From an optimization exercise on the open Yosys and OpenROAD flow, aimed at small area; shortcuts taken in it are not production practice.
The RTL was checked by simulation tests, not by an equivalence proof against the original design.
The clock port is modelled as an ideal driver; clocking choices that lean on that would not hold on a real chip.
No activity file was given, so power comes from the tool's default toggle rates.

### flow/config.mk
export PLATFORM = sky130hd
export DESIGN_NAME = DFM
export DESIGN_NICKNAME = DFM
export VERILOG_FILES = /design/flow/design.v
export SDC_FILE = /design/flow/constraint.sdc
export NUM_CORES = 4
export LEC_CHECK = 0
export CAP_MARGIN = 20
export CORE_MARGIN = 2
export CORE_UTILIZATION = 40
export SLEW_MARGIN = 20
### flow/constraint.sdc
create_clock -name core_clock -period 10.0 [get_ports {Sys_CLK}]
set_input_delay 2.0000 -clock core_clock [delete_from_list [all_inputs] [get_ports {Sys_CLK}]]
set_output_delay 2.0000 -clock core_clock [all_outputs]
set_load 0.01 [all_outputs]
### flow/design.v
`timescale 1ns / 1ps
module DFM(Sys_CLK, Sys_RST, D8, Uart_Tx);
input Sys_CLK, Sys_RST, D8;
output Uart_Tx;
function [19:0] inc20;
  input [19:0] t;
  input ci, clr;
  integer i;
  reg c;
  begin
    c = ci;
    for (i = 0; i < 20; i = i + 1) begin
      inc20[i] = ~clr & (t[i] ^ c);
      c = c & t[i];
    end
  end
endfunction
integer j;
reg [1:0] q;
reg [7:0] v;
reg [5:0] sl;
reg armed;          
wire tick = ~q[1] & q[0];
wire z = (sl == 6'd47);      
wire sl_end = sl_last & (v == 8'd44);
reg [7:0] v_n;
reg [5:0] sl_n;
reg rc;
always @(*) begin
  rc = tick;
  for (j = 0; j < 8; j = j + 1) begin
    v_n[j] = v[j] ^ rc;
    rc = rc & v[j];
  end
  v_n[0] = v_n[0] | rc;       
  rc = tick & (v == 8'd12);
  for (j = 0; j < 6; j = j + 1) begin
    sl_n[j] = sl[j] ^ rc;
    rc = rc & sl[j];
  end
end
always @(posedge Sys_CLK or negedge Sys_RST)
  if (!Sys_RST) begin
    q <= 2'd0; v <= 8'd43; sl <= 6'd47; armed <= 1'b0;
  end else begin
    q <= {q[1] ^ q[0], ~q[0]};
    if (tick & sl_end) begin
      v <= 8'd13;
      sl <= 6'd14;
    end else begin
      v <= v_n;
      sl <= sl_n;
    end
    if (tick & sl_end & ~z) armed <= 1'b1;
  end
reg d_buf, d_buf1;
wire d_rise = d_buf & ~d_buf1;
reg [7:0] pc;       
reg pg;             
reg rg;             
reg rg_d;           
reg gb_x;           
reg [19:0] t_x, t_h, t_l;    
reg [19:0] num_x, c_h, c_l;  
wire pc_end = pc[7] & ~pc[6] & ~pc[5] & (pc[3:0] == 4'd0);
wire [7:0] pc_n = {pc[6:5], pc[4] & ~pc_end, pc[3:0], ~(pc[7] ^ pc[6] ^ pc[5])};
always @(posedge Sys_CLK) begin
  d_buf <= D8; d_buf1 <= d_buf;
  rg_d <= rg;
end
always @(posedge Sys_CLK or negedge Sys_RST)
  if (!Sys_RST) begin
    pc <= 8'h00; pg <= 1'b0;
    rg <= 1'b0; gb_x <= 1'b0;
  end else begin
    pc <= pc_n;
    if (pc_end) pg <= ~pg;
    if (d_rise) begin
      rg <= pg;
      gb_x <= rg;
    end
  end
always @(posedge Sys_CLK) begin
  t_x <= inc20(t_x, d_rise & rg, ~rg & (d_rise | ~gb_x));
  if ((d_rise & gb_x & ~rg) | z) num_x <= t_x;
  t_h <= inc20(t_h, rg & d_buf1, ~rg);
  t_l <= inc20(t_l, rg & ~d_buf1, ~rg);
  if ((rg_d & ~rg) | z) begin
    c_h <= t_h;
    c_l <= t_l;
  end
end
reg c8, c16, cc;
integer k;
always @(*) begin
  cc = 1'b0;
  c8 = 1'b0;
  for (k = 0; k < 16; k = k + 1) begin
    cc = (c_h[k] & c_l[k]) | (cc & (c_h[k] | c_l[k]));
    if (k == 7) c8 = cc;
  end
  c16 = cc;
end
wire sl_last = (sl == 6'd46) | (sl == 6'd47);
reg gx, gs, gh, gl, hdr, txon;
reg [1:0] bj;
always @(*)
  case (sl)
    6'd14: begin {gx, gs, gh, gl, hdr} = 5'b10000; bj = 2'd0; txon = 1'b1; end
    6'd15: begin {gx, gs, gh, gl, hdr} = 5'b10000; bj = 2'd1; txon = 1'b1; end
    6'd16: begin {gx, gs, gh, gl, hdr} = 5'b10000; bj = 2'd2; txon = 1'b1; end
    6'd17: begin {gx, gs, gh, gl, hdr} = 5'b00000; bj = 2'd2; txon = 1'b1; end
    6'd18: begin {gx, gs, gh, gl, hdr} = 5'b00001; bj = 2'd2; txon = 1'b1; end
    6'd19: begin {gx, gs, gh, gl, hdr} = 5'b01000; bj = 2'd0; txon = 1'b1; end
    6'd20: begin {gx, gs, gh, gl, hdr} = 5'b01000; bj = 2'd1; txon = 1'b1; end
    6'd21: begin {gx, gs, gh, gl, hdr} = 5'b01000; bj = 2'd2; txon = 1'b1; end
    6'd22: begin {gx, gs, gh, gl, hdr} = 5'b00000; bj = 2'd2; txon = 1'b1; end
    6'd23: begin {gx, gs, gh, gl, hdr} = 5'b00001; bj = 2'd2; txon = 1'b1; end
    6'd24: begin {gx, gs, gh, gl, hdr} = 5'b00100; bj = 2'd0; txon = 1'b1; end
    6'd25: begin {gx, gs, gh, gl, hdr} = 5'b00100; bj = 2'd1; txon = 1'b1; end
    6'd26: begin {gx, gs, gh, gl, hdr} = 5'b00100; bj = 2'd2; txon = 1'b1; end
    6'd27: begin {gx, gs, gh, gl, hdr} = 5'b00000; bj = 2'd2; txon = 1'b1; end
    6'd28: begin {gx, gs, gh, gl, hdr} = 5'b00010; bj = 2'd0; txon = 1'b1; end
    6'd29: begin {gx, gs, gh, gl, hdr} = 5'b00010; bj = 2'd1; txon = 1'b1; end
    6'd30: begin {gx, gs, gh, gl, hdr} = 5'b00010; bj = 2'd2; txon = 1'b1; end
    6'd31: begin {gx, gs, gh, gl, hdr} = 5'b00000; bj = 2'd2; txon = 1'b1; end
    6'd32: begin {gx, gs, gh, gl, hdr} = 5'b00001; bj = 2'd2; txon = 1'b1; end
    6'd33: begin {gx, gs, gh, gl, hdr} = 5'b00001; bj = 2'd2; txon = 1'b0; end
    6'd34: begin {gx, gs, gh, gl, hdr} = 5'b00001; bj = 2'd2; txon = 1'b0; end
    6'd35: begin {gx, gs, gh, gl, hdr} = 5'b00001; bj = 2'd2; txon = 1'b0; end
    6'd36: begin {gx, gs, gh, gl, hdr} = 5'b00001; bj = 2'd2; txon = 1'b0; end
    6'd37: begin {gx, gs, gh, gl, hdr} = 5'b00001; bj = 2'd2; txon = 1'b0; end
    6'd38: begin {gx, gs, gh, gl, hdr} = 5'b00001; bj = 2'd2; txon = 1'b0; end
    6'd39: begin {gx, gs, gh, gl, hdr} = 5'b00001; bj = 2'd2; txon = 1'b0; end
    6'd40: begin {gx, gs, gh, gl, hdr} = 5'b00001; bj = 2'd2; txon = 1'b0; end
    6'd41: begin {gx, gs, gh, gl, hdr} = 5'b00001; bj = 2'd2; txon = 1'b0; end
    6'd42: begin {gx, gs, gh, gl, hdr} = 5'b00001; bj = 2'd2; txon = 1'b0; end
    6'd43: begin {gx, gs, gh, gl, hdr} = 5'b00001; bj = 2'd2; txon = 1'b0; end
    6'd44: begin {gx, gs, gh, gl, hdr} = 5'b00001; bj = 2'd2; txon = 1'b0; end
    6'd45: begin {gx, gs, gh, gl, hdr} = 5'b00001; bj = 2'd2; txon = 1'b0; end
    6'd46: begin {gx, gs, gh, gl, hdr} = 5'b00001; bj = 2'd2; txon = 1'b0; end
    6'd47: begin {gx, gs, gh, gl, hdr} = 5'b00001; bj = 2'd2; txon = 1'b0; end
    6'd48: begin {gx, gs, gh, gl, hdr} = 5'b00001; bj = 2'd2; txon = 1'b0; end
    6'd49: begin {gx, gs, gh, gl, hdr} = 5'b00001; bj = 2'd2; txon = 1'b0; end
    6'd50: begin {gx, gs, gh, gl, hdr} = 5'b00001; bj = 2'd2; txon = 1'b0; end
    6'd51: begin {gx, gs, gh, gl, hdr} = 5'b00001; bj = 2'd2; txon = 1'b0; end
    6'd52: begin {gx, gs, gh, gl, hdr} = 5'b00001; bj = 2'd2; txon = 1'b0; end
    6'd53: begin {gx, gs, gh, gl, hdr} = 5'b00001; bj = 2'd2; txon = 1'b0; end
    6'd54: begin {gx, gs, gh, gl, hdr} = 5'b00001; bj = 2'd2; txon = 1'b0; end
    6'd55: begin {gx, gs, gh, gl, hdr} = 5'b00001; bj = 2'd2; txon = 1'b0; end
    6'd56: begin {gx, gs, gh, gl, hdr} = 5'b00001; bj = 2'd2; txon = 1'b0; end
    6'd57: begin {gx, gs, gh, gl, hdr} = 5'b00001; bj = 2'd2; txon = 1'b0; end
    6'd58: begin {gx, gs, gh, gl, hdr} = 5'b00001; bj = 2'd2; txon = 1'b0; end
    6'd59: begin {gx, gs, gh, gl, hdr} = 5'b00001; bj = 2'd2; txon = 1'b0; end
    6'd60: begin {gx, gs, gh, gl, hdr} = 5'b00001; bj = 2'd2; txon = 1'b0; end
    6'd61: begin {gx, gs, gh, gl, hdr} = 5'b00001; bj = 2'd2; txon = 1'b0; end
    6'd62: begin {gx, gs, gh, gl, hdr} = 5'b00001; bj = 2'd2; txon = 1'b0; end
    6'd63: begin {gx, gs, gh, gl, hdr} = 5'b00001; bj = 2'd2; txon = 1'b0; end
    6'd0: begin {gx, gs, gh, gl, hdr} = 5'b00001; bj = 2'd2; txon = 1'b0; end
    6'd1: begin {gx, gs, gh, gl, hdr} = 5'b00001; bj = 2'd2; txon = 1'b0; end
    6'd2: begin {gx, gs, gh, gl, hdr} = 5'b00001; bj = 2'd2; txon = 1'b0; end
    6'd3: begin {gx, gs, gh, gl, hdr} = 5'b00001; bj = 2'd2; txon = 1'b0; end
    6'd4: begin {gx, gs, gh, gl, hdr} = 5'b00001; bj = 2'd2; txon = 1'b0; end
    6'd5: begin {gx, gs, gh, gl, hdr} = 5'b00001; bj = 2'd2; txon = 1'b0; end
    6'd6: begin {gx, gs, gh, gl, hdr} = 5'b00001; bj = 2'd2; txon = 1'b0; end
    6'd7: begin {gx, gs, gh, gl, hdr} = 5'b00001; bj = 2'd2; txon = 1'b0; end
    6'd8: begin {gx, gs, gh, gl, hdr} = 5'b00001; bj = 2'd2; txon = 1'b0; end
    6'd9: begin {gx, gs, gh, gl, hdr} = 5'b00001; bj = 2'd2; txon = 1'b0; end
    6'd10: begin {gx, gs, gh, gl, hdr} = 5'b00001; bj = 2'd2; txon = 1'b0; end
    6'd11: begin {gx, gs, gh, gl, hdr} = 5'b00001; bj = 2'd2; txon = 1'b0; end
    6'd12: begin {gx, gs, gh, gl, hdr} = 5'b00001; bj = 2'd2; txon = 1'b0; end
    6'd13: begin {gx, gs, gh, gl, hdr} = 5'b00001; bj = 2'd2; txon = 1'b0; end
  endcase
wire [2:0] lane = {bj == 2'd2, bj == 2'd1, bj == 2'd0};
wire [2:0] sx = {3{gx}} & lane;
wire [2:0] shh = {3{gh | gs}} & lane;
wire [2:0] sll = {3{gl | gs}} & lane;
wire [19:0] xz = num_x, hz = c_h, lz = c_l;
reg [7:0] p, qq;
integer n;
always @(*)
  for (n = 0; n < 8; n = n + 1) begin
    p[n] = (sx[0] & xz[n]) | (sx[1] & xz[8+n]) | (shh[0] & hz[n]) | (shh[1] & hz[8+n]);
    qq[n] = (sll[0] & lz[n]) | (sll[1] & lz[8+n]);
    if (n < 4) begin
      p[n] = p[n] | (sx[2] & xz[16+n]) | (shh[2] & hz[16+n]);
      qq[n] = qq[n] | (sll[2] & lz[16+n]);
    end
  end
wire ci = gs & (bj[1] ? c16 : bj[0] ? c8 : 1'b0);
reg [7:0] sm;
reg sc;
integer m;
always @(*) begin
  sc = ci;
  for (m = 0; m < 8; m = m + 1) begin
    sm[m] = p[m] ^ qq[m] ^ sc;
    sc = (p[m] & qq[m]) | (sc & (p[m] | qq[m]));
  end
end
wire [7:0] nb = {sm[7:5], sm[4] & ~(gs & bj[1]), sm[3] | hdr, sm[2], sm[1] | hdr, sm[0]};
reg [7:0] snap;     
always @(posedge Sys_CLK)
  if (tick & ((v == 8'd11) | (sl_last & (v == 8'd43)))) snap <= nb;
reg txb;
always @(*)
  case (v[7:4])
    4'd1: txb = 1'b0;
    4'd2: txb = snap[0];
    4'd3: txb = snap[1];
    4'd4: txb = snap[2];
    4'd5: txb = snap[3];
    4'd6: txb = snap[4];
    4'd7: txb = snap[5];
    4'd8: txb = snap[6];
    4'd9: txb = snap[7];
    4'd10: txb = ^snap;
    default: txb = 1'b1;
  endcase
assign Uart_Tx = (armed & txon) ? txb : 1'b1;
endmodule
### flow/flow/run.sh
#!/bin/bash
# Standard layout, except:
#  * the combinational logic of the standard synthesis is mapped again for
#    area (flow/resynth.tcl); the flip-flops are left exactly as synthesized;
#  * ports are buffered with buf_1 instead of the default buffer cell;
#  * the clock tree uses a clkbuf_8 root and clkbuf_4 leaf buffers, without
#    dummy loads; after it, leaf buffers whose clock-pin slew would come out
#    high are swapped for clkbuf_8, and logic cells that were sized up are
#    swapped back to the smallest size (flow/clkfix.tcl).
set -e
YOSYS=$FLOW_HOME/../tools/install/yosys/bin/yosys
[ -x "$YOSYS" ] || YOSYS=yosys
export BUFFER_PORTS_ARGS="-buffer_cell sky130_fd_sc_hd__buf_1"
export CTS_ARGS="-sink_clustering_enable -repair_clock_nets -dont_use_dummy_load -root_buf sky130_fd_sc_hd__clkbuf_8 -buf_list sky130_fd_sc_hd__clkbuf_4"
R=orfs/results/sky130hd/DFM/base
bash standard.sh synth > standard_synth.log 2>&1
cp $R/1_2_yosys.v synth_standard.v
$YOSYS -c flow/resynth.tcl > resynth.log 2>&1
rm -f $R/1_synth.odb $R/1_synth.sdc
bash standard.sh cts > standard_cts.log 2>&1
openroad -no_init -exit flow/clkfix.tcl > clkfix.log 2>&1
bash standard.sh > standard_finish.log 2>&1
### flow/flow/area.abc
&get -n
&st
&dch -f
&nf -p -R 1000
&put
### flow/flow/clkfix.tcl
# Swap clock leaf buffers (clkbuf_4) for clkbuf_8 where the estimated slew at
# a flip-flop clock pin they drive is over the limit below.
set limit_ps 130
set res orfs/results/sky130hd/DFM/base
set plat $::env(FLOW_HOME)/platforms/sky130hd
read_db $res/4_cts.odb
read_liberty $plat/lib/sky130_fd_sc_hd__tt_025C_1v80.lib
read_sdc $res/4_cts.sdc
source $plat/setRC.tcl
set_propagated_clock [all_clocks]
estimate_parasitics -placement
set block [ord::get_db_block]
set big [[ord::get_db] findMaster sky130_fd_sc_hd__clkbuf_8]
set changed 0
foreach inst [$block getInsts] {
  if {[[$inst getMaster] getName] ne "sky130_fd_sc_hd__clkbuf_4"} { continue }
  set net [[$inst findITerm X] getNet]
  if {$net eq "NULL"} { continue }
  set worst 0
  foreach pin [get_pins -of_objects [get_nets [$net getName]] -filter "direction == input"] {
    foreach p {slew_max_rise slew_max_fall} {
      set s [get_property $pin $p]
      set worst [expr {max($worst, $s)}]
    }
  }
  puts "[$inst getName] [$net getName] worst slew $worst"
  if {$worst * 1000.0 > $limit_ps} {
    $inst swapMaster $big
    incr changed
  }
}
puts "upsized $changed"
# Synthesis sizes some logic cells up for speed; the clock period leaves
# plenty of slack, so swap them back to the smallest size of the same cell
# and let repair_design fix any slew or capacitance limit this breaks.
set db [ord::get_db]
set down 0
foreach inst [$block getInsts] {
  set name [[$inst getMaster] getName]
  if {[$inst isFixed]} { continue }
  if {![regexp {^(sky130_fd_sc_hd__[a-z0-9]+)_([0-9]+)$} $name -> base size]} { continue }
  if {$size <= 1} { continue }
  if {[regexp {clkbuf|clkinv|^sky130_fd_sc_hd__df|^sky130_fd_sc_hd__edf|^sky130_fd_sc_hd__buf_|tap|fill|decap} $name]} { continue }
  set best ""
  foreach s {0 1} {
    set m [$db findMaster ${base}_$s]
    if {$m ne "NULL"} { set best $m; break }
  }
  if {$best ne "" && [$best getWidth] < [[$inst getMaster] getWidth]} {
    $inst swapMaster $best
    incr down
  }
}
puts "downsized $down"
estimate_parasitics -placement
set_dont_use [get_lib_cells {sky130_fd_sc_hd__probe* sky130_fd_sc_hd__lpflow_*}]
repair_design
puts "setup slack [worst_slack -max] hold slack [worst_slack -min]"
detailed_placement
check_placement
write_db $res/4_cts.odb
### flow/flow/resynth.tcl
# Re-map the combinational logic of the standard synthesis for area.
# The flip-flops are kept as they are (black boxes, same instances, names
# and cell types); everything between them is flattened to gates and mapped
# again by ABC with an area-oriented script (flow/area.abc).
set lib $::env(FLOW_HOME)/platforms/sky130hd/lib/sky130_fd_sc_hd__tt_025C_1v80.lib
set res orfs/results/sky130hd/DFM/base
yosys read_liberty -ignore_miss_func $lib
yosys blackbox sky130_fd_sc_hd__df* sky130_fd_sc_hd__edf* sky130_fd_sc_hd__sdf* sky130_fd_sc_hd__sedf* sky130_fd_sc_hd__dl*
yosys read_verilog synth_standard.v
yosys hierarchy -top $::env(FLOW_TOP)
yosys flatten
yosys opt -purge
set dont_use {}
foreach c {sky130_fd_sc_hd__lpflow_bleeder_1 sky130_fd_sc_hd__lpflow_clkbufkapwr_1 sky130_fd_sc_hd__lpflow_clkbufkapwr_16 sky130_fd_sc_hd__lpflow_clkbufkapwr_2 sky130_fd_sc_hd__lpflow_clkbufkapwr_4 sky130_fd_sc_hd__lpflow_clkbufkapwr_8 sky130_fd_sc_hd__lpflow_clkinvkapwr_1 sky130_fd_sc_hd__lpflow_clkinvkapwr_16 sky130_fd_sc_hd__lpflow_clkinvkapwr_2 sky130_fd_sc_hd__lpflow_clkinvkapwr_4 sky130_fd_sc_hd__lpflow_clkinvkapwr_8 sky130_fd_sc_hd__lpflow_decapkapwr_12 sky130_fd_sc_hd__lpflow_decapkapwr_3 sky130_fd_sc_hd__lpflow_decapkapwr_4 sky130_fd_sc_hd__lpflow_decapkapwr_6 sky130_fd_sc_hd__lpflow_decapkapwr_8 sky130_fd_sc_hd__lpflow_inputiso0n_1 sky130_fd_sc_hd__lpflow_inputiso0p_1 sky130_fd_sc_hd__lpflow_inputiso1n_1 sky130_fd_sc_hd__lpflow_inputiso1p_1 sky130_fd_sc_hd__lpflow_inputisolatch_1 sky130_fd_sc_hd__lpflow_isobufsrc_1 sky130_fd_sc_hd__lpflow_isobufsrc_16 sky130_fd_sc_hd__lpflow_isobufsrc_2 sky130_fd_sc_hd__lpflow_isobufsrc_4 sky130_fd_sc_hd__lpflow_isobufsrc_8 sky130_fd_sc_hd__lpflow_isobufsrckapwr_16 sky130_fd_sc_hd__lpflow_lsbuf_lh_hl_isowell_tap_1 sky130_fd_sc_hd__lpflow_lsbuf_lh_hl_isowell_tap_2 sky130_fd_sc_hd__lpflow_lsbuf_lh_hl_isowell_tap_4 sky130_fd_sc_hd__lpflow_lsbuf_lh_isowell_4 sky130_fd_sc_hd__lpflow_lsbuf_lh_isowell_tap_1 sky130_fd_sc_hd__lpflow_lsbuf_lh_isowell_tap_2 sky130_fd_sc_hd__lpflow_lsbuf_lh_isowell_tap_4 sky130_fd_sc_hd__probe_p_8 sky130_fd_sc_hd__probec_p_8 } { lappend dont_use -dont_use $c }
yosys abc -script flow/area.abc -liberty $lib {*}$dont_use
yosys setundef -zero
yosys splitnets
yosys opt_clean -purge
yosys hilomap -singleton -hicell sky130_fd_sc_hd__conb_1 HI -locell sky130_fd_sc_hd__conb_1 LO
yosys select $::env(FLOW_TOP)
yosys write_verilog -noattr -noexpr -nohex -nodec -selected $res/1_2_yosys.v
yosys select -clear
yosys tee -o resynth_stat.txt stat -liberty $lib
### flow/standard.sh
#!/bin/bash
# synth_recipe.tcl (not shown) runs the flow's synth.tcl, then flattens the netlist and writes it again
# the make line also repeats each setting of config.mk as NAME=value (left out here)
make -C /OpenROAD-flow-scripts/flow DESIGN_CONFIG=/design/flow/config.mk WORK_HOME=/design/flow/orfs CLKGATE_MAP_FILE= SYNTH_SCRIPT=/design/flow/synth_recipe.tcl "${@:-finish}"
==> reports/metrics.yaml, run 1 <==
run:
  cap_violations: 0
cts:
  cts_setup_buffers: 0
  root_buffer: "clkbuf_8"
  clk_latency_ns: 0.45
  cts_tree: "yes"
  clk_pin_slew_worst_paths_ns: 0.10
  holdBufCountCts: 0
  numClockSinks: 159
  cts_buffer_depth: 2
  ctsHtreeMaxLevel: 4
  cts-resized-gates: 0
  numCtsBuffers: 17
placement:
  hpwl_mm: 8.43
  place_ws_ns: 5.34
  port_buffers: 3
  gp_congestion: 0.891
floorplan:
  die_w_microns: 130
  core.rowCount: 45
  start_util: 0.413
  die_area_sq_um: 16800
  fp.coreArea_sq_um: 15300
  pin_count: 4
  fp.dieH_microns: 130
hold_path:
  hp-class: "reg -> reg"
  holdPathStages: 0
  holdCritStartpoint: "pc[0]$_DFF_PN0_"
critical_path:
  cp_max_fo: 21
  crit_family: "simple AND/OR/NAND/NOR gates"
  reg2reg_slack_ns: 5.35
  startpoint: "sl[0]$_DFF_PN1_"
  cp-start-kind: "flip-flop"
  worst-path-buf-inv: 0
  crit_slowest_cell: "dfstp_2"
  cpPeakStageDelay_ns: 0.82
  crit_path_end_kind: "flip-flop"
  cp.required_ns: 10.17
  crit_cells: 17
  critPathKind: "reg -> reg"
  ff2ff_path_depth: 17
  cp.arrival_ns: 4.82
  timing.rr.start: "sl[0]$_DFF_PN1_"
  crit_chain: "o21ai_0 -> or4_1 -> o22ai_1 -> a22oi_1 -> or4_1 -> or2_0 -> nand2_1 -> nand2_1 -> maj3_1 -> or2_0 -> a21boi_0 -> nor2_1 -> nor2_1 -> o21bai_1 -> maj3_1 -> a21oi_1 -> xnor2_1"
drt:
  first_iter_violations: 356
  drt_pass1_iterations: 6
  drt-vias-per-instance: 5.40
  post_drt_wl_per_cell_microns: 15.3
  vias: 4203
  routed_wl_mm: 12.0
  drc: 0
  drt.antenna.violating_nets: 0
timing:
  max_freq_ghz: 0.215
  slew_viol_final: 0
  post-route-min-period_ns: 4.65
  rsz0062_at_grt: "no"
  fin_crit_sh: 0.465
  fin_tns_setup_ns: 0
  holdWs_ns: 0.358
  fin_skew_ns: 0.0467
  slew_headroom: 0.404
  setup_ws_ns: 5.35
  hold_viol: 0
  finalSetupViolCount: 0
  worstMarginPinSlew_ns: 0.886
cells_and_area:
  layout_commonest_cell: "edfxtp_1"
  seq_area_sq_um: 4020
  drive_gt1_frac: 0.0546
  multi_input_area_sq_um: 2280
  final_cell_mix: "edfxtp_1 (68), dfxtp_1 (63), nor2_1 (55)"
  syn_to_final_growth_pct: 7.34
  n_fill_cell: 1429
  diodes: 0
  nets: 573
logic_synthesis:
  yosys_warnings: 1
  avgSynthCellArea_sq_um: 11.6
  synth_cells: 544
  synthesis.nets: 547
  netlist_area_sq_um: 6320
grt:
  grt_max_degree: 51
  grt_pass1_wl_mm: 19.6
  grt.total_usage: 0.153
  overflow: 0
  grt_pass1_vias: 3976
  antenna_found_initial: 0
power:
  vdd_ir_drop_max_uv: 87.7
  leakagePower_uw: 0.00230
  powerDensity_nw_per_um2: 152
outcome:
  status: "finished clean"
-- layer usage --
| metal | GRT usage | wire length, microns | vias to the layer above | part of all wire |
|---|---|---|---|---|
| met5 | 0 | 0 | - | 0 |
| met4 | 0.0677 | 299 | 0 | 0.025 |
| met3 | 0.0455 | 614 | 24 | 0.051 |
| met2 | 0.236 | 5460 | 124 | 0.46 |
| met1 | 0.200 | 5590 | 1979 | 0.47 |
| li1 | - | - | 2076 | - |
-- sequential cells by signal, summed over array words and instances, names as in the netlist, 2 cells and up --
| name | flops |
|---|---|
| c_h | 20 |
| num_x | 20 |
| c_l | 20 |
| t_h | 20 |
| snap | 8 |
| t_x | 20 |
| sl | 6 |
| pc | 8 |
| q | 2 |
| v | 8 |
| t_l | 20 |
-- worst paths after layout --
| kind | to |
|---|---|
| worst max register to register | snap[7]$_DFFE_PP_ |
| worst min register to register | pc[1]$_DFF_PN0_ |
| min in group asynchronous | q[0]$_DFF_PN0_ |
| worst max-delay path | snap[7]$_DFFE_PP_ |
| worst min-delay path | pc[1]$_DFF_PN0_ |
| max in group asynchronous | sl[0]$_DFF_PN1_ |
-- worst register-to-register path, cell delays in order (launching register included) --
cell and delay [ns]:
dfstp_2 0.82, o21ai_0 0.16, or4_1 0.51, o22ai_1 0.14, a22oi_1 0.10, or4_1 0.44
or2_0 0.26, nand2_1 0.07, nand2_1 0.08, maj3_1 0.34, or2_0 0.22, a21boi_0 0.25
nor2_1 0.08, nor2_1 0.15, o21bai_1 0.13, maj3_1 0.39, a21oi_1 0.20, xnor2_1 0.09
-- area by class of cell --
cell class                      count  share of cell area
Clock buffer                       17              0.0225
Inverter                           10             0.00553
Multi-Input combinational cell    375               0.335
Sequential cell                   159               0.592
Tap cell                          211              0.0389
Timing Repair Buffer                7             0.00608
-- per-stage QoR --
| stage | instance area (sq um) | utilization | cells | total power [uW] |
|---|---|---|---|---|
| 5_1_grt | 6790 | 0.443 | 779 | 1070 |
| 3_5_place_dp | 6640 | 0.433 | 762 | 764 |
| 4_1_cts | 6770 | 0.442 | 779 | 1030 |
| 6_report | 6790 | 0.443 | 779 | 1030 |
| 2_1_floorplan | 6320 | - | 544 | 744 |
| 3_3_place_gp | 6640 | 0.433 | 762 | 763 |
-- power breakdown --
part           total (uW)  switching (uW)  internal [uW]
logic                38.1            26.5           11.6
registers             710            14.4            696
clock network         280             184           96.1
total                1030             225            803
==> run 2: changes to the inputs <==
--- a/flow/flow/clkfix.tcl
+++ b/flow/flow/clkfix.tcl
@@ -1,6 +1,6 @@
 # Swap clock leaf buffers (clkbuf_4) for clkbuf_8 where the estimated slew at
 # a flip-flop clock pin they drive is over the limit below.
-set limit_ps 130
+set limit_ps 105
 set res orfs/results/sky130hd/DFM/base
 set plat $::env(FLOW_HOME)/platforms/sky130hd
 read_db $res/4_cts.odb
==> reports/metrics.yaml, run 2 <==
outcome:
  status: "finished clean"
cts:
  cts_setup_buffers: 0
  cts_buffer_depth: 2
  clk_pin_slew_worst_paths_ns: 0.10
  cts-resized-gates: 0
  ctsHtreeMaxLevel: 4
  clk_latency_ns: 0.44
  holdBufCountCts: 0
  cts_tree: "yes"
  numCtsBuffers: 17
  numClockSinks: 159
  root_buffer: "clkbuf_8"
placement:
  port_buffers: 3
  placed_area_sq_um: 6640
  hpwl_mm: 8.43
  gp_congestion: 0.891
  dp_cells: 762
critical_path:
  cp_max_fo: 21
  crit_path_end_kind: "flip-flop"
  cp-start-kind: "flip-flop"
  cp.required_ns: 10.18
  cp.arrival_ns: 4.85
  crit_family: "simple AND/OR/NAND/NOR gates"
  cpPeakStageDelay_ns: 0.83
  crit_slowest_cell: "dfstp_2"
  critPathKind: "reg -> reg"
  rr_endpoint: "snap[7]$_DFFE_PP_"
  ff2ff_path_depth: 17
  crit_chain: "o21ai_0 -> or4_1 -> o22ai_1 -> a22oi_1 -> or4_1 -> or2_0 -> nand2_1 -> nand2_1 -> maj3_1 -> or2_0 -> a21boi_0 -> nor2_1 -> nor2_1 -> o21bai_1 -> maj3_1 -> a21oi_1 -> xnor2_1"
  timing.rr.start: "sl[0]$_DFF_PN1_"
  reg2reg_slack_ns: 5.33
  worst-path-buf-inv: 0
floorplan:
  fp.dieH_microns: 130
  start_util: 0.413
  core.rowCount: 45
  die_area_sq_um: 16800
  die_w_microns: 130
  pin_count: 4
  fp.coreArea_sq_um: 15300
hold_path:
  holdCritStartpoint: "pc[0]$_DFF_PN0_"
  hp-class: "reg -> reg"
  whs_endpoint: "pc[1]$_DFF_PN0_"
  holdPathStages: 0
cells_and_area:
  fin_cells: 779
  diodes: 0
  final_cell_mix: "edfxtp_1 (68), dfxtp_1 (63), nor2_1 (55)"
  drive_gt1_frac: 0.0546
  nets: 573
  syn_to_final_growth_pct: 7.64
  fin_area_sq_um: 6810
  fin_util: 0.444
  layout_commonest_cell: "edfxtp_1"
timing:
  slew_viol_final: 0
  worstMarginPinSlew_ns: 0.894
  slew_headroom: 0.398
  post-route-min-period_ns: 4.67
  finalSetupViolCount: 0
  fin_crit_sh: 0.467
  max_freq_ghz: 0.214
  fin_skew_ns: 0.0289
  rsz0062_at_grt: "no"
  fin_tns_setup_ns: 0
  hold_viol: 0
  holdWs_ns: 0.358
power:
  vdd_ir_drop_max_uv: 90.7
  p_switching_uw: 227
  clkPwrFrac: 0.283
  switching_share: 0.218
  p_seq_frac: 0.680
  powerDensity_nw_per_um2: 153
  leakagePower_uw: 0.00231
  internal-power_uw: 816
  pwr-share-comb: 0.036
drt:
  post_drt_wl_per_cell_microns: 15.3
  drc: 0
  routed_wl_mm: 11.9
  drt_pass1_iterations: 5
  first_iter_violations: 393
  vias: 4193
  drt-vias-per-instance: 5.38
  drt.antenna.violating_nets: 0
grt:
  grt_pass1_wl_mm: 19.6
  grt_pass1_vias: 3981
  antenna_found_initial: 0
  grt.total_usage: 0.153
  grt_max_degree: 51
  overflow: 0
logic_synthesis:
  netlist_area_sq_um: 6320
  synthesis.nets: 547
  avgSynthCellArea_sq_um: 11.6
  yosys_warnings: 1
  synth_cells: 544
run:
  cap_violations: 0
==> run 2: layer usage <==
layer / GRT usage / up-vias / wire length (microns) / part of all wire
li1: - / 2076 / - / -
met1: 0.201 / 1989 / 5670 / 0.48
met2: 0.236 / 104 / 5420 / 0.45
met3: 0.0455 / 24 / 530 / 0.044
met4: 0.0677 / 0 / 300 / 0.025
met5: 0 / - / 0 / 0
==> run 2: worst reg2reg max path: cells and delay by family (launching register included) <==
| family | cells | cell delay (ns) |
|---|---|---|
| AOI/OAI and AO/OA | 6 | 0.99 |
| xor gates and xnor gates | 1 | 0.09 |
| adders and majority gates | 2 | 0.73 |
| DFF | 1 | 0.83 |
| and+or+nand+nor | 8 | 1.81 |
==> run 2: power by group through the flow <==
stage | clock network, uW | logic, uW | registers, uW
5_1_grt | 334 | 43.3 | 712
2_1_floorplan | 0 | 21.8 | 722
6_report | 295 | 38.0 | 710
4_1_cts | 277 | 40.2 | 710
3_5_place_dp | 0 | 40.2 | 724
3_3_place_gp | 0 | 38.8 | 724
==> run 2: final cells by class <==
cell class / count / area [sq um]
clock buffers: 17 / 171
well taps: 211 / 264
inverters: 10 / 37.5
multi-input cells: 375 / 2280
fillers: 1426 / 8510
repair buffers: 7 / 41.3
flip-flops and latches: 159 / 4020
==> run 2: through the flow <==
stage | worst slack (ns) | total power, uW
2_1_floorplan | 5.65 | 744
3_3_place_gp | 5.45 | 763
3_5_place_dp | 5.34 | 764
4_1_cts | 5.34 | 1030
5_1_grt | 4.94 | 1090
6_report | 5.33 | 1040
==> run 2: how the worst max path moves through the flow <==
stage | from | to | slack [ns] | cells past startpoint
after floorplan | sl[0]$_DFF_PN1_ | snap[7]$_DFFE_PP_ | 5.65 | 17
after global placement | sl[0]$_DFF_PN1_ | snap[7]$_DFFE_PP_ | 5.45 | 17
after detailed placement | sl[0]$_DFF_PN1_ | snap[7]$_DFFE_PP_ | 5.34 | 17
after CTS | sl[0]$_DFF_PN1_ | snap[7]$_DFFE_PP_ | 5.34 | 17
after global routing | sl[0]$_DFF_PN1_ | snap[7]$_DFFE_PP_ | 4.94 | 17
final | sl[0]$_DFF_PN1_ | snap[7]$_DFFE_PP_ | 5.33 | 17
==> run 3: changes to the inputs <==
--- a/flow/flow/clkfix.tcl
+++ b/flow/flow/clkfix.tcl
@@ -1,6 +1,6 @@
 # Swap clock leaf buffers (clkbuf_4) for clkbuf_8 where the estimated slew at
 # a flip-flop clock pin they drive is over the limit below.
-set limit_ps 105
+set limit_ps 115
 set res orfs/results/sky130hd/DFM/base
 set plat $::env(FLOW_HOME)/platforms/sky130hd
 read_db $res/4_cts.odb
==> reports/metrics.yaml, run 3 <==
placement:
  port_buffers: 3
  hpwl_mm: 8.43
  placed_area_sq_um: 6640
  gp_congestion: 0.891
  dp_cells: 762
grt:
  grt_pass1_wl_mm: 19.6
  overflow: 0
  grt.total_usage: 0.153
  grt_max_degree: 51
  grt_pass1_vias: 3976
  antenna_found_initial: 0
outcome:
  status: "finished clean"
power:
  leakagePower_uw: 0.00231
  vdd_ir_drop_max_uv: 87.6
  powerDensity_nw_per_um2: 152
logic_synthesis:
  avgSynthCellArea_sq_um: 11.6
  netlist_area_sq_um: 6320
  yosys_warnings: 1
  synthesis.nets: 547
  synth_cells: 544
timing:
  fin_crit_sh: 0.465
  max_freq_ghz: 0.215
  rsz0062_at_grt: "no"
  finalSetupViolCount: 0
  post-route-min-period_ns: 4.65
  slew_headroom: 0.407
  fin_tns_setup_ns: 0
  slew_viol_final: 0
  hold_viol: 0
  fin_skew_ns: 0.0340
  worstMarginPinSlew_ns: 0.882
  holdWs_ns: 0.358
cells_and_area:
  layout_commonest_cell: "edfxtp_1"
  drive_gt1_frac: 0.0546
  syn_to_final_growth_pct: 7.44
  fin_util: 0.444
  fin_area_sq_um: 6790
  fin_cells: 779
  final_cell_mix: "edfxtp_1 (68), dfxtp_1 (63), nor2_1 (55)"
  diodes: 0
  nets: 573
  n_fill_cell: 1427
cts:
  cts_buffer_depth: 2
  numClockSinks: 159
  holdBufCountCts: 0
  ctsHtreeMaxLevel: 4
  numCtsBuffers: 17
  clk_latency_ns: 0.44
  cts_setup_buffers: 0
  root_buffer: "clkbuf_8"
  clk_pin_slew_worst_paths_ns: 0.10
  cts_tree: "yes"
  cts-resized-gates: 0
critical_path:
  cp.required_ns: 10.17
  cpPeakStageDelay_ns: 0.82
  crit_path_end_kind: "flip-flop"
  crit_family: "simple AND/OR/NAND/NOR gates"
  cp_max_fo: 21
  cp.arrival_ns: 4.83
  cp-start-kind: "flip-flop"
  critPathKind: "reg -> reg"
  crit_chain: "o21ai_0 -> or4_1 -> o22ai_1 -> a22oi_1 -> or4_1 -> or2_0 -> nand2_1 -> nand2_1 -> maj3_1 -> or2_0 -> a21boi_0 -> nor2_1 -> nor2_1 -> o21bai_1 -> maj3_1 -> a21oi_1 -> xnor2_1"
  worst-path-buf-inv: 0
  crit_slowest_cell: "dfstp_2"
drt:
  vias: 4198
  drc: 0
  drt_pass1_iterations: 5
  routed_wl_mm: 11.9
  drt.antenna.violating_nets: 0
  first_iter_violations: 356
  post_drt_wl_per_cell_microns: 15.3
  drt-vias-per-instance: 5.39
floorplan:
  pin_count: 4
  core.rowCount: 45
  die_area_sq_um: 16800
  fp.coreArea_sq_um: 15300
  fp.dieH_microns: 130
  die_w_microns: 130
  start_util: 0.413
hold_path:
  hp-class: "reg -> reg"
run:
  cap_violations: 0
run 3: report_power, final:
| part | internal, uW | switching, uW |
|---|---|---|
| Combinational | 11.6 | 26.6 |
| Clock | 100 | 184 |
| Sequential | 696 | 14.4 |
run 3: metrics by stage:
stage	power (uW)	setup WS, ns
after CTS	1030	5.34
after detailed placement	764	5.34
after floorplan	744	5.65
after global routing	1080	4.94
final	1030	5.35
after global placement	763	5.45
run 3: worst paths after layout:
path | to | startpoint | cells past startpoint | slack, ns
max reg2reg | snap[7]$_DFFE_PP_ | sl[0]$_DFF_PN1_ | 17 | 5.35
min | pc[1]$_DFF_PN0_ | pc[0]$_DFF_PN0_ | 0 | 0.36
max | snap[7]$_DFFE_PP_ | sl[0]$_DFF_PN1_ | 17 | 5.35
max in group asynchronous | sl[0]$_DFF_PN1_ | Sys_RST | 2 | 8.12
min reg2reg | pc[1]$_DFF_PN0_ | pc[0]$_DFF_PN0_ | 0 | 0.36
min in group asynchronous | q[0]$_DFF_PN0_ | Sys_RST | 2 | 1.55
run 3: layout make-up:
| type | count | area [sq um] | share of cell area |
|---|---|---|---|
| clock buffer | 17 | 159 | 0.0234 |
| tap | 211 | 264 | 0.0389 |
| timing repair buffer | 7 | 41.3 | 0.00608 |
| inverter | 10 | 37.5 | 0.00553 |
| sequential | 159 | 4020 | 0.591 |
| multi-input combinational | 375 | 2280 | 0.335 |
run 3: per-layer routing:
metal  track usage  vias to the layer above  wire [microns]
li1              -                     2076               -
met1         0.200                     1972            5590
met2         0.236                      125            5450
met3        0.0455                       25             609
met4        0.0677                        0             297
met5             0                        -               0
==> run 4: changes to the inputs <==
--- a/flow/config.mk
+++ b/flow/config.mk
@@ -5,6 +5,7 @@
 export SDC_FILE = /design/flow/constraint.sdc
 export NUM_CORES = 4
 export LEC_CHECK = 0
+export ABC_AREA = 1
 export CAP_MARGIN = 20
 export CORE_MARGIN = 2
 export CORE_UTILIZATION = 40
==> reports/metrics.yaml, run 4 <==
grt:
  grt.total_usage: 0.159
  grt_pass1_wl_mm: 20.3
  antenna_found_initial: 0
  grt_pass1_vias: 3993
  overflow: 0
  grt_max_degree: 52
cts:
  holdBufCountCts: 0
  clk_pin_slew_worst_paths_ns: 0.09
  numCtsBuffers: 17
  clk_latency_ns: 0.44
  cts_setup_buffers: 0
  cts_buffer_depth: 2
  root_buffer: "clkbuf_8"
  ctsHtreeMaxLevel: 4
  cts-resized-gates: 0
  cts_tree: "yes"
  numClockSinks: 159
drt:
  drt-vias-per-instance: 5.35
  post_drt_wl_per_cell_microns: 15.6
  drt_pass1_iterations: 5
  drc: 0
  drt.antenna.violating_nets: 0
  first_iter_violations: 323
  routed_wl_mm: 12.3
  vias: 4243
floorplan:
  fp.dieH_microns: 129
  fp.coreArea_sq_um: 15300
  die_area_sq_um: 16700
  pin_count: 4
  start_util: 0.410
  core.rowCount: 45
  die_w_microns: 129
outcome:
  status: "finished clean"
logic_synthesis:
  synthesis.nets: 560
  synth_cells: 557
  netlist_area_sq_um: 6260
  yosys_warnings: 1
  avgSynthCellArea_sq_um: 11.2
hold_path:
  hp-class: "reg -> reg"
critical_path:
  cp.arrival_ns: 5.75
  cp_max_fo: 3
  cp-start-kind: "flip-flop"
  cpPeakStageDelay_ns: 0.42
  cp.required_ns: 10.15
  crit_top_cell: "a21oi_1"
  crit_family: "compound AO/OA/AOI/OAI gates"
  critPathKind: "reg -> reg"
  worst-path-buf-inv: 0
  crit_slowest_cell: "edfxtp_1"
  crit_path_end_kind: "flip-flop"
timing:
  fin_skew_ns: 0.0447
  finalSetupViolCount: 0
  hold_viol: 0
  worstMarginPinSlew_ns: 0.731
  post-route-min-period_ns: 5.60
  holdWs_ns: 0.378
  slew_viol_final: 0
  slew_headroom: 0.513
  max_freq_ghz: 0.179
  fin_tns_setup_ns: 0
  fin_crit_sh: 0.560
  rsz0062_at_grt: "no"
power:
  leakagePower_uw: 0.00241
  powerDensity_nw_per_um2: 154
  vdd_ir_drop_max_uv: 87.4
placement:
  dp_cells: 776
  hpwl_mm: 8.71
  port_buffers: 3
  gp_congestion: 0.966
cells_and_area:
  syn_to_final_growth_pct: 7.74
  seq_area_sq_um: 4020
  n_fill_cell: 1438
  nets: 587
  drive_gt1_frac: 0.0533
  fin_cells: 793
  multi_input_area_sq_um: 2220
  final_cell_mix: "nor2_1 (68), edfxtp_1 (68), dfxtp_1 (63)"
  diodes: 0
run:
  cap_violations: 0
[run 4: worst paths after layout]
kind / endpoint / slack [ns] / startpoint / cells after the start
max: snap[7]$_DFFE_PP_ / 4.40 / c_l[1]$_DFFE_PP_ / 27
min: d_buf1$_DFF_P_ / 0.38 / d_buf$_DFF_P_ / 0
max in group asynchronous: sl[2]$_DFF_PN1_ / 8.12 / Sys_RST / 2
min in group asynchronous: pc[0]$_DFF_PN0_ / 1.56 / Sys_RST / 2
min reg2reg: d_buf1$_DFF_P_ / 0.38 / d_buf$_DFF_P_ / 0
max reg2reg: snap[7]$_DFFE_PP_ / 4.40 / c_l[1]$_DFFE_PP_ / 27
[run 4: routing by layer]
layer	track usage	wire length [microns]	vias up
li1	-	-	2097
met1	0.208	5660	2042
met2	0.257	5930	92
met3	0.0458	596	12
met4	0.0537	149	0
met5	0	0	-
[run 4: area by class of cell]
type                    instances  area share
clock buffers                  17      0.0254
repair buffers                  8     0.00724
flip-flops and latches        159       0.596
multi-input cells             391       0.329
well taps                     211      0.0392
inverters                       7     0.00390
[run 4: through the flow]
step / util / total power [uW] / worst slack [ns] / cell area (sq um)
5_1_grt: 0.442 / 1090 / 3.85 / 6740
6_report: 0.442 / 1040 / 4.40 / 6740
4_1_cts: 0.441 / 1030 / 4.43 / 6730
3_3_place_gp: 0.432 / 762 / 4.70 / 6590
2_1_floorplan: - / 742 / 4.96 / 6260
3_5_place_dp: 0.432 / 763 / 4.55 / 6590
[run 4: power breakdown]
part           leakage, uW  internal [uW]  switching (uW)
logic             0.000851           10.8            26.7
clock network    0.0000963            109             184
registers          0.00146            696            13.3
==> run 5: changes to the inputs <==
--- a/flow/flow/clkfix.tcl
+++ b/flow/flow/clkfix.tcl
@@ -10,24 +10,35 @@
 set_propagated_clock [all_clocks]
 estimate_parasitics -placement
 set block [ord::get_db_block]
-set big [[ord::get_db] findMaster sky130_fd_sc_hd__clkbuf_8]
+# For each leaf buffer, use the smallest of clkbuf_2, clkbuf_4 and clkbuf_8
+# whose estimated clock-pin slew stays under the limit.
+set sizes {}
+foreach m {sky130_fd_sc_hd__clkbuf_2 sky130_fd_sc_hd__clkbuf_4 sky130_fd_sc_hd__clkbuf_8} {
+  lappend sizes [[ord::get_db] findMaster $m]
+}
+proc leaf_slew {net} {
+  set worst 0
+  foreach pin [get_pins -of_objects [get_nets [$net getName]] -filter "direction == input"] {
+    foreach p {slew_max_rise slew_max_fall} {
+      set worst [expr {max($worst, [get_property $pin $p])}]
+    }
+  }
+  return $worst
+}
 set changed 0
 foreach inst [$block getInsts] {
   if {[[$inst getMaster] getName] ne "sky130_fd_sc_hd__clkbuf_4"} { continue }
   set net [[$inst findITerm X] getNet]
   if {$net eq "NULL"} { continue }
-  set worst 0
-  foreach pin [get_pins -of_objects [get_nets [$net getName]] -filter "direction == input"] {
-    foreach p {slew_max_rise slew_max_fall} {
-      set s [get_property $pin $p]
-      set worst [expr {max($worst, $s)}]
-    }
+  if {![string match "clknet_*" [$net getName]] || [string match "clknet_0_*" [$net getName]]} { continue }
+  foreach m $sizes {
+    $inst swapMaster $m
+    estimate_parasitics -placement
+    set worst [leaf_slew $net]
+    if {$worst * 1000.0 <= $limit_ps} { break }
   }
-  puts "[$inst getName] [$net getName] worst slew $worst"
-  if {$worst * 1000.0 > $limit_ps} {
-    $inst swapMaster $big
-    incr changed
-  }
+  puts "[$inst getName] [$net getName] [[$inst getMaster] getName] worst slew $worst"
+  incr changed
 }
 puts "upsized $changed"
 # Synthesis sizes some logic cells up for speed; the clock period leaves
==> reports/metrics.yaml, run 5 <==
timing:
  slew_headroom: 0.513
  finalSetupViolCount: 0
  hold_viol: 0
  fin_crit_sh: 0.562
  fin_tns_setup_ns: 0
  rsz0062_at_grt: "no"
  post-route-min-period_ns: 5.62
  worstMarginPinSlew_ns: 0.730
  slew_viol_final: 0
  fin_skew_ns: 0.0558
  max_freq_ghz: 0.178
cts:
  cts_buffer_depth: 2
  cts-resized-gates: 0
  clk_latency_ns: 0.44
  clk_pin_slew_worst_paths_ns: 0.09
  cts_setup_buffers: 0
  holdBufCountCts: 0
  root_buffer: "clkbuf_8"
  cts_tree: "yes"
  ctsHtreeMaxLevel: 4
  numClockSinks: 159
  numCtsBuffers: 17
outcome:
  status: "finished clean"
critical_path:
  rr_endpoint: "snap[7]$_DFFE_PP_"
  cp.arrival_ns: 5.76
  cp-start-kind: "flip-flop"
  critPathKind: "reg -> reg"
  cp.required_ns: 10.14
  crit_path_end_kind: "flip-flop"
  reg2reg_slack_ns: 4.38
  timing.rr.start: "c_l[1]$_DFFE_PP_"
  crit_top_cell: "a21oi_1"
  crit_slowest_cell: "edfxtp_1"
  cpPeakStageDelay_ns: 0.42
  ff2ff_path_depth: 28
  cp_max_fo: 3
floorplan:
  die_area_sq_um: 16700
  die_w_microns: 129
  core.rowCount: 45
  fp.dieH_microns: 129
  pin_count: 4
  start_util: 0.410
  fp.coreArea_sq_um: 15300
drt:
  vias: 4255
  drt-vias-per-instance: 5.37
  post_drt_wl_per_cell_microns: 15.6
  drt_pass1_iterations: 5
  drt.antenna.violating_nets: 0
  drc: 0
  routed_wl_mm: 12.4
  first_iter_violations: 325
grt:
  overflow: 0
  grt_pass1_vias: 3993
  grt.total_usage: 0.159
  antenna_found_initial: 0
  grt_pass1_wl_mm: 20.3
  grt_max_degree: 52
cells_and_area:
  drive_gt1_frac: 0.0533
  multi_input_area_sq_um: 2220
  fin_area_sq_um: 6740
  seq_area_sq_um: 4020
  nets: 587
  final_cell_mix: "nor2_1 (68), edfxtp_1 (68), dfxtp_1 (63)"
  n_fill_cell: 1439
  diodes: 0
  syn_to_final_growth_pct: 7.66
placement:
  port_buffers: 3
  placed_area_sq_um: 6590
  gp_congestion: 0.966
  hpwl_mm: 8.71
logic_synthesis:
  netlist_area_sq_um: 6260
  synth_cells: 557
  avgSynthCellArea_sq_um: 11.2
  synthesis.nets: 560
  yosys_warnings: 1
power:
  powerDensity_nw_per_um2: 154
  vdd_ir_drop_max_uv: 87.4
  leakagePower_uw: 0.00241
hold_path:
  holdCritStartpoint: "d_buf$_DFF_P_"
  whs_endpoint: "d_buf1$_DFF_P_"
  holdPathStages: 0
  hp-class: "reg -> reg"
run:
  cap_violations: 0
-- run 5: how the worst max path moves through the flow --
| stage | start | end | depth (start not counted) |
|---|---|---|---|
| floorplan | c_h[1]$_DFFE_PP_ | snap[7]$_DFFE_PP_ | 27 |
| global placement | c_l[1]$_DFFE_PP_ | snap[7]$_DFFE_PP_ | 28 |
| detailed placement | c_h[1]$_DFFE_PP_ | snap[7]$_DFFE_PP_ | 27 |
| CTS | c_l[1]$_DFFE_PP_ | snap[7]$_DFFE_PP_ | 27 |
| global route | c_h[3]$_DFFE_PP_ | snap[7]$_DFFE_PP_ | 27 |
| finish | c_l[1]$_DFFE_PP_ | snap[7]$_DFFE_PP_ | 28 |
-- run 5: metal layers --
metal  GRT usage  part of all wire  up-vias
met4      0.0537             0.012        0
met3      0.0458             0.046       12
li1            -                 -     2097
met5           0                 0        -
met2       0.257              0.48       92
met1       0.208              0.46     2054
-- run 5: power by group --
group / switching [uW] / leakage, uW / internal [uW] / total (uW)
Clock: 184 / 0.0000954 / 105 / 289
Combinational: 26.8 / 0.000851 / 10.8 / 37.5
Sequential: 13.4 / 0.00146 / 695 / 709
-- run 5: layout make-up --
| type | count | share of cell area |
|---|---|---|
| flip-flops and latches | 159 | 0.596 |
| clock buffers | 17 | 0.0247 |
| inverters | 7 | 0.00390 |
| well taps | 211 | 0.0392 |
| multi-input cells | 391 | 0.329 |
| repair buffers | 8 | 0.00724 |
-- run 5: per-stage QoR --
stage / std cells / setup WS, ns / hold slack, ns / power (uW) / util
5_1_grt: 793 / 3.85 / 0.381 / 1080 / 0.441
2_1_floorplan: 557 / 4.96 / 0.345 / 742 / -
4_1_cts: 793 / 4.43 / 0.369 / 1030 / 0.441
6_report: 793 / 4.38 / 0.378 / 1040 / 0.441
3_5_place_dp: 776 / 4.55 / 0.362 / 763 / 0.432
3_3_place_gp: 776 / 4.70 / 0.358 / 762 / 0.432
-- run 5: critical path: cells and delay by family, from the launching register on --
family / cells / cell delay (ns)
flops: 1 / 0.42
fa+ha+maj: 4 / 1.56
simple gates: 7 / 0.66
xor+xnor: 2 / 0.25
compound gates: 15 / 2.44
==> run 6: changes to the inputs <==
--- a/flow/flow/run.sh
+++ b/flow/flow/run.sh
@@ -11,7 +11,7 @@
 YOSYS=$FLOW_HOME/../tools/install/yosys/bin/yosys
 [ -x "$YOSYS" ] || YOSYS=yosys
 export BUFFER_PORTS_ARGS="-buffer_cell sky130_fd_sc_hd__buf_1"
-export CTS_ARGS="-sink_clustering_enable -repair_clock_nets -dont_use_dummy_load -root_buf sky130_fd_sc_hd__clkbuf_8 -buf_list sky130_fd_sc_hd__clkbuf_4"
+export CTS_ARGS="-sink_clustering_enable -repair_clock_nets -dont_use_dummy_load -root_buf sky130_fd_sc_hd__clkbuf_4 -buf_list sky130_fd_sc_hd__clkbuf_4"
 R=orfs/results/sky130hd/DFM/base
 bash standard.sh synth > standard_synth.log 2>&1
 cp $R/1_2_yosys.v synth_standard.v
==> reports/metrics.yaml, run 6 <==
cts:
  numCtsBuffers: 17
  cts_setup_buffers: 0
  ctsHtreeMaxLevel: 4
  holdBufCountCts: 0
  numClockSinks: 159
  clk_pin_slew_worst_paths_ns: 0.09
  clk_latency_ns: 0.56
  cts_buffer_depth: 2
  cts-resized-gates: 0
  cts_tree: "yes"
  root_buffer: "clkbuf_4"
timing:
  slew_viol_final: 0
  slew_headroom: 0.513
  max_freq_ghz: 0.178
  rsz0062_at_grt: "no"
  post-route-min-period_ns: 5.61
  fin_skew_ns: 0.0528
  fin_tns_setup_ns: 0
  worstMarginPinSlew_ns: 0.730
  fin_crit_sh: 0.561
  finalSetupViolCount: 0
  hold_viol: 0
logic_synthesis:
  synth_cells: 557
  avgSynthCellArea_sq_um: 11.2
  yosys_warnings: 1
  netlist_area_sq_um: 6260
  synthesis.nets: 560
critical_path:
  crit_path_end_kind: "flip-flop"
  cp-start-kind: "flip-flop"
  crit_top_cell: "a21oi_1"
  cp.required_ns: 10.26
  cp_max_fo: 3
  crit_family: "compound AO/OA/AOI/OAI gates"
  crit_cells: 27
  critPathKind: "reg -> reg"
  ff2ff_path_depth: 27
  cp.arrival_ns: 5.88
  cpPeakStageDelay_ns: 0.42
  worst-path-buf-inv: 0
  crit_slowest_cell: "edfxtp_1"
grt:
  grt_max_degree: 52
  grt.total_usage: 0.159
  grt_pass1_vias: 3990
  grt_pass1_wl_mm: 20.3
  antenna_found_initial: 1
  overflow: 0
power:
  vdd_ir_drop_max_uv: 84.8
  leakagePower_uw: 0.00241
  powerDensity_nw_per_um2: 153
drt:
  vias: 4252
  first_iter_violations: 372
  drc: 0
  drt-vias-per-instance: 5.35
  wl_met3_microns: 600
  drt.antenna.violating_nets: 0
  routed_wl_mm: 12.4
  post_drt_wl_per_cell_microns: 15.5
  topRoutingLayerUsed: "met4"
  drt_pass1_iterations: 6
  wl_met1_mm: 5.71
  wl_met2_mm: 5.89
floorplan:
  die_w_microns: 129
  core.rowCount: 45
  fp.coreArea_sq_um: 15300
  start_util: 0.410
  fp.dieH_microns: 129
  pin_count: 4
  die_area_sq_um: 16700
hold_path:
  hp-class: "reg -> reg"
  holdPathStages: 0
cells_and_area:
  final_cell_mix: "nor2_1 (68), edfxtp_1 (68), dfxtp_1 (63)"
  drive_gt1_frac: 0.0533
  nets: 587
  fin_area_sq_um: 6740
  fin_util: 0.442
  syn_to_final_growth_pct: 7.74
outcome:
  status: "finished clean"
placement:
  port_buffers: 3
  gp_congestion: 0.966
  placed_area_sq_um: 6590
  hpwl_mm: 8.71
run:
  cap_violations: 0
-- run 6: changes by cell type in the layout (fill, tap and decap cells not counted) --
cell and delta:
diode_2 +2
-- run 6: stage by stage --
step                      hold slack [ns]  power (uW)  instances  worst slack [ns]
after global routing                0.381        1080        795              3.87
after floorplan                     0.345         742        557              4.96
after detailed placement            0.362         763        776              4.55
after global placement              0.358         762        776              4.70
final                               0.381        1030        795              4.39
after CTS                           0.369        1020        793              4.43
-- run 6: metal layers --
layer / up-vias / GRT usage
li1: 2095 / -
met3: 11 / 0.0417
met5: - / 0
met4: 0 / 0.0595
met2: 103 / 0.256
met1: 2043 / 0.209
-- run 6: layout make-up --
| class | instances | area, sq um |
|---|---|---|
| repair buffers | 8 | 48.8 |
| fillers | 1439 | 8520 |
| diodes | 2 | 5.00 |
| inverters | 7 | 26.3 |
| clock buffers | 17 | 166 |
| multi-input cells | 391 | 2220 |
| well taps | 211 | 264 |
| flip-flops and latches | 159 | 4020 |
-- run 6: report_power, final --
| group | switching [uW] | internal, uW | total [uW] |
|---|---|---|---|
| Combinational | 26.9 | 10.8 | 37.6 |
| Clock | 185 | 103 | 288 |
| Sequential | 13.4 | 695 | 709 |
-- run 6: worst paths after layout --
| kind | from | to | slack, ns |
|---|---|---|---|
| max in group asynchronous | Sys_RST | sl[2]$_DFF_PN1_ | 8.25 |
| min in group asynchronous | Sys_RST | pc[0]$_DFF_PN0_ | 1.43 |
| worst max-delay path | c_l[1]$_DFFE_PP_ | snap[7]$_DFFE_PP_ | 4.39 |
| worst max register to register | c_l[1]$_DFFE_PP_ | snap[7]$_DFFE_PP_ | 4.39 |
| worst min-delay path | d_buf$_DFF_P_ | d_buf1$_DFF_P_ | 0.38 |
| worst min register to register | d_buf$_DFF_P_ | d_buf1$_DFF_P_ | 0.38 |
==> run 7: changes to the inputs <==
==> flow/flow/run.sh (replaced) <==
#!/bin/bash
# Standard layout, except:
#  * the combinational logic of the standard synthesis is mapped again for
#    area (flow/resynth.tcl); the flip-flops are left exactly as synthesized;
#  * ports are buffered with buf_1 instead of the default buffer cell;
#  * the clock tree uses a clkbuf_8 root and clkbuf_4 leaf buffers, without
#    dummy loads; after it, each leaf buffer is resized to the smallest of
#    clkbuf_2/4/8 that keeps its clock-pin slew low, and logic cells that
#    were sized up are swapped back to the smallest size (flow/clkfix.tcl).
set -e
YOSYS=$FLOW_HOME/../tools/install/yosys/bin/yosys
[ -x "$YOSYS" ] || YOSYS=yosys
export BUFFER_PORTS_ARGS="-buffer_cell sky130_fd_sc_hd__buf_1"
export CTS_ARGS="-sink_clustering_enable -repair_clock_nets -dont_use_dummy_load -root_buf sky130_fd_sc_hd__clkbuf_8 -buf_list sky130_fd_sc_hd__clkbuf_4"
R=orfs/results/sky130hd/DFM/base
bash standard.sh synth > standard_synth.log 2>&1
cp $R/1_2_yosys.v synth_standard.v
$YOSYS -c flow/resynth.tcl > resynth.log 2>&1
rm -f $R/1_synth.odb $R/1_synth.sdc
bash standard.sh cts > standard_cts.log 2>&1
openroad -no_init -exit flow/clkfix.tcl > clkfix.log 2>&1
bash standard.sh > standard_finish.log 2>&1
--- a/flow/flow/clkfix.tcl
+++ b/flow/flow/clkfix.tcl
@@ -1,5 +1,6 @@
-# Swap clock leaf buffers (clkbuf_4) for clkbuf_8 where the estimated slew at
-# a flip-flop clock pin they drive is over the limit below.
+# Clock leaf buffers: each gets the smallest of clkbuf_2, clkbuf_4 and
+# clkbuf_8 whose estimated clock-pin slew stays under the limit below. Then
+# logic cells that synthesis sized up are swapped back to the smallest size.
 set limit_ps 115
 set res orfs/results/sky130hd/DFM/base
 set plat $::env(FLOW_HOME)/platforms/sky130hd
==> reports/metrics.yaml, run 7 <==
outcome:
  status: "finished clean"
critical_path:
  cp-start-kind: "flip-flop"
  crit_path_end_kind: "flip-flop"
  cpPeakStageDelay_ns: 0.42
  worst-path-buf-inv: 0
  critPathKind: "reg -> reg"
  reg2reg_slack_ns: 4.38
  crit_slowest_cell: "edfxtp_1"
  crit_family: "compound AO/OA/AOI/OAI gates"
  crit_top_cell: "a21oi_1"
  cp.required_ns: 10.14
  cp.arrival_ns: 5.76
  cp_max_fo: 3
grt:
  antenna_found_initial: 0
  grt.total_usage: 0.159
  grt_pass1_vias: 3993
  overflow: 0
  grt_max_degree: 52
  grt_pass1_wl_mm: 20.3
cts:
  ctsHtreeMaxLevel: 4
  numClockSinks: 159
  numCtsBuffers: 17
  cts-resized-gates: 0
  holdBufCountCts: 0
  clk_latency_ns: 0.44
  clk_pin_slew_worst_paths_ns: 0.09
  cts_setup_buffers: 0
  root_buffer: "clkbuf_8"
  cts_buffer_depth: 2
  cts_tree: "yes"
placement:
  gp_congestion: 0.966
  dp_cells: 776
  placed_area_sq_um: 6590
  hpwl_mm: 8.71
  port_buffers: 3
drt:
  drc: 0
  routed_wl_mm: 12.4
  drt-vias-per-instance: 5.37
  drt.antenna.violating_nets: 0
  first_iter_violations: 325
  drt_pass1_iterations: 5
  post_drt_wl_per_cell_microns: 15.6
  vias: 4255
cells_and_area:
  seq_area_sq_um: 4020
  diodes: 0
  multi_input_area_sq_um: 2220
  syn_to_final_growth_pct: 7.66
  nets: 587
  final_cell_mix: "nor2_1 (68), edfxtp_1 (68), dfxtp_1 (63)"
  fin_area_sq_um: 6740
  fin_util: 0.441
  n_fill_cell: 1439
  drive_gt1_frac: 0.0533
  fin_cells: 793
timing:
  holdWs_ns: 0.378
  max_freq_ghz: 0.178
  fin_crit_sh: 0.562
  rsz0062_at_grt: "no"
  hold_viol: 0
  fin_tns_setup_ns: 0
  worstMarginPinSlew_ns: 0.730
  slew_viol_final: 0
  post-route-min-period_ns: 5.62
  slew_headroom: 0.513
  fin_skew_ns: 0.0558
  finalSetupViolCount: 0
floorplan:
  die_w_microns: 129
  core.rowCount: 45
  fp.coreArea_sq_um: 15300
  fp.dieH_microns: 129
  pin_count: 4
  die_area_sq_um: 16700
  start_util: 0.410
power:
  leakagePower_uw: 0.00241
  powerDensity_nw_per_um2: 154
  vdd_ir_drop_max_uv: 87.4
logic_synthesis:
  synth_cells: 557
  avgSynthCellArea_sq_um: 11.2
  netlist_area_sq_um: 6260
  synthesis.nets: 560
  yosys_warnings: 1
hold_path:
  hp-class: "reg -> reg"
run:
  cap_violations: 0
-- run 7: final cells by class --
class,instances,area share
flip-flops and latches,159,0.596
clock buffers,17,0.0247
repair buffers,8,0.00724
multi-input cells,391,0.329
inverters,7,0.00390
well taps,211,0.0392
-- run 7: worst paths after layout --
check | from | endpoint | cells after the start
min | d_buf$_DFF_P_ | d_buf1$_DFF_P_ | 0
max in group asynchronous | Sys_RST | sl[2]$_DFF_PN1_ | 2
max reg2reg | c_l[1]$_DFFE_PP_ | snap[7]$_DFFE_PP_ | 28
min reg2reg | d_buf$_DFF_P_ | d_buf1$_DFF_P_ | 0
max | c_l[1]$_DFFE_PP_ | snap[7]$_DFFE_PP_ | 28
min in group asynchronous | Sys_RST | pc[0]$_DFF_PN0_ | 2
-- run 7: through the flow --
| stage | worst slack (ns) | power [uW] |
|---|---|---|
| CTS | 4.43 | 1030 |
| detailed placement | 4.55 | 763 |
| floorplan | 4.96 | 742 |
| finish | 4.38 | 1040 |
| global route | 3.85 | 1080 |
| global placement | 4.70 | 762 |
-- run 7: layer usage --
| metal | vias to the layer above | global-route usage | wire (microns) |
|---|---|---|---|
| met5 | - | 0 | 0 |
| met3 | 12 | 0.0458 | 570 |
| met1 | 2054 | 0.208 | 5720 |
| met2 | 92 | 0.257 | 5940 |
| li1 | 2097 | - | - |
| met4 | 0 | 0.0537 | 149 |
-- run 7: power breakdown --
| group | internal [uW] | switching [uW] |
|---|---|---|
| registers | 695 | 13.4 |
| logic | 10.8 | 26.8 |
| clock network | 105 | 184 |
| total | 811 | 224 |

-- what the ideal ports hide --
Ports are ideal in the flow. The routed layouts listed here were re-timed in OpenROAD.
Step 1: set_driving_cell puts a clkbuf_16 on Sys_CLK and a buf_2 on each other input, an assumption about the parent block.
Step 2, shift: input delay + t, output delay - t, t = (earliest + latest rising clock arrival at the registers) / 2. This alone moves slack from input paths to output paths.
Slacks: ideal / step 1 / step 2; pairs: ideal / step 1.
run	t (ns)	slack for setup (ns)	slew at the worst register clock pin (ns)
run 1	0.457	5.348 / 5.348 / 5.348	0.12 / 0.12
run 2	0.462	5.331 / 5.331 / 5.331	0.10 / 0.10
run 3	0.454	5.347 / 5.347 / 5.347	0.11 / 0.11
run 4	0.455	4.401 / 4.401 / 4.401	0.11 / 0.11
run 5	0.450	4.384 / 4.384 / 4.384	0.11 / 0.11
run 6	0.565	4.388 / 4.388 / 4.388	0.10 / 0.10
run 7	0.450	4.384 / 4.384 / 4.384	0.11 / 0.11
After both steps every run listed still meets setup and hold.
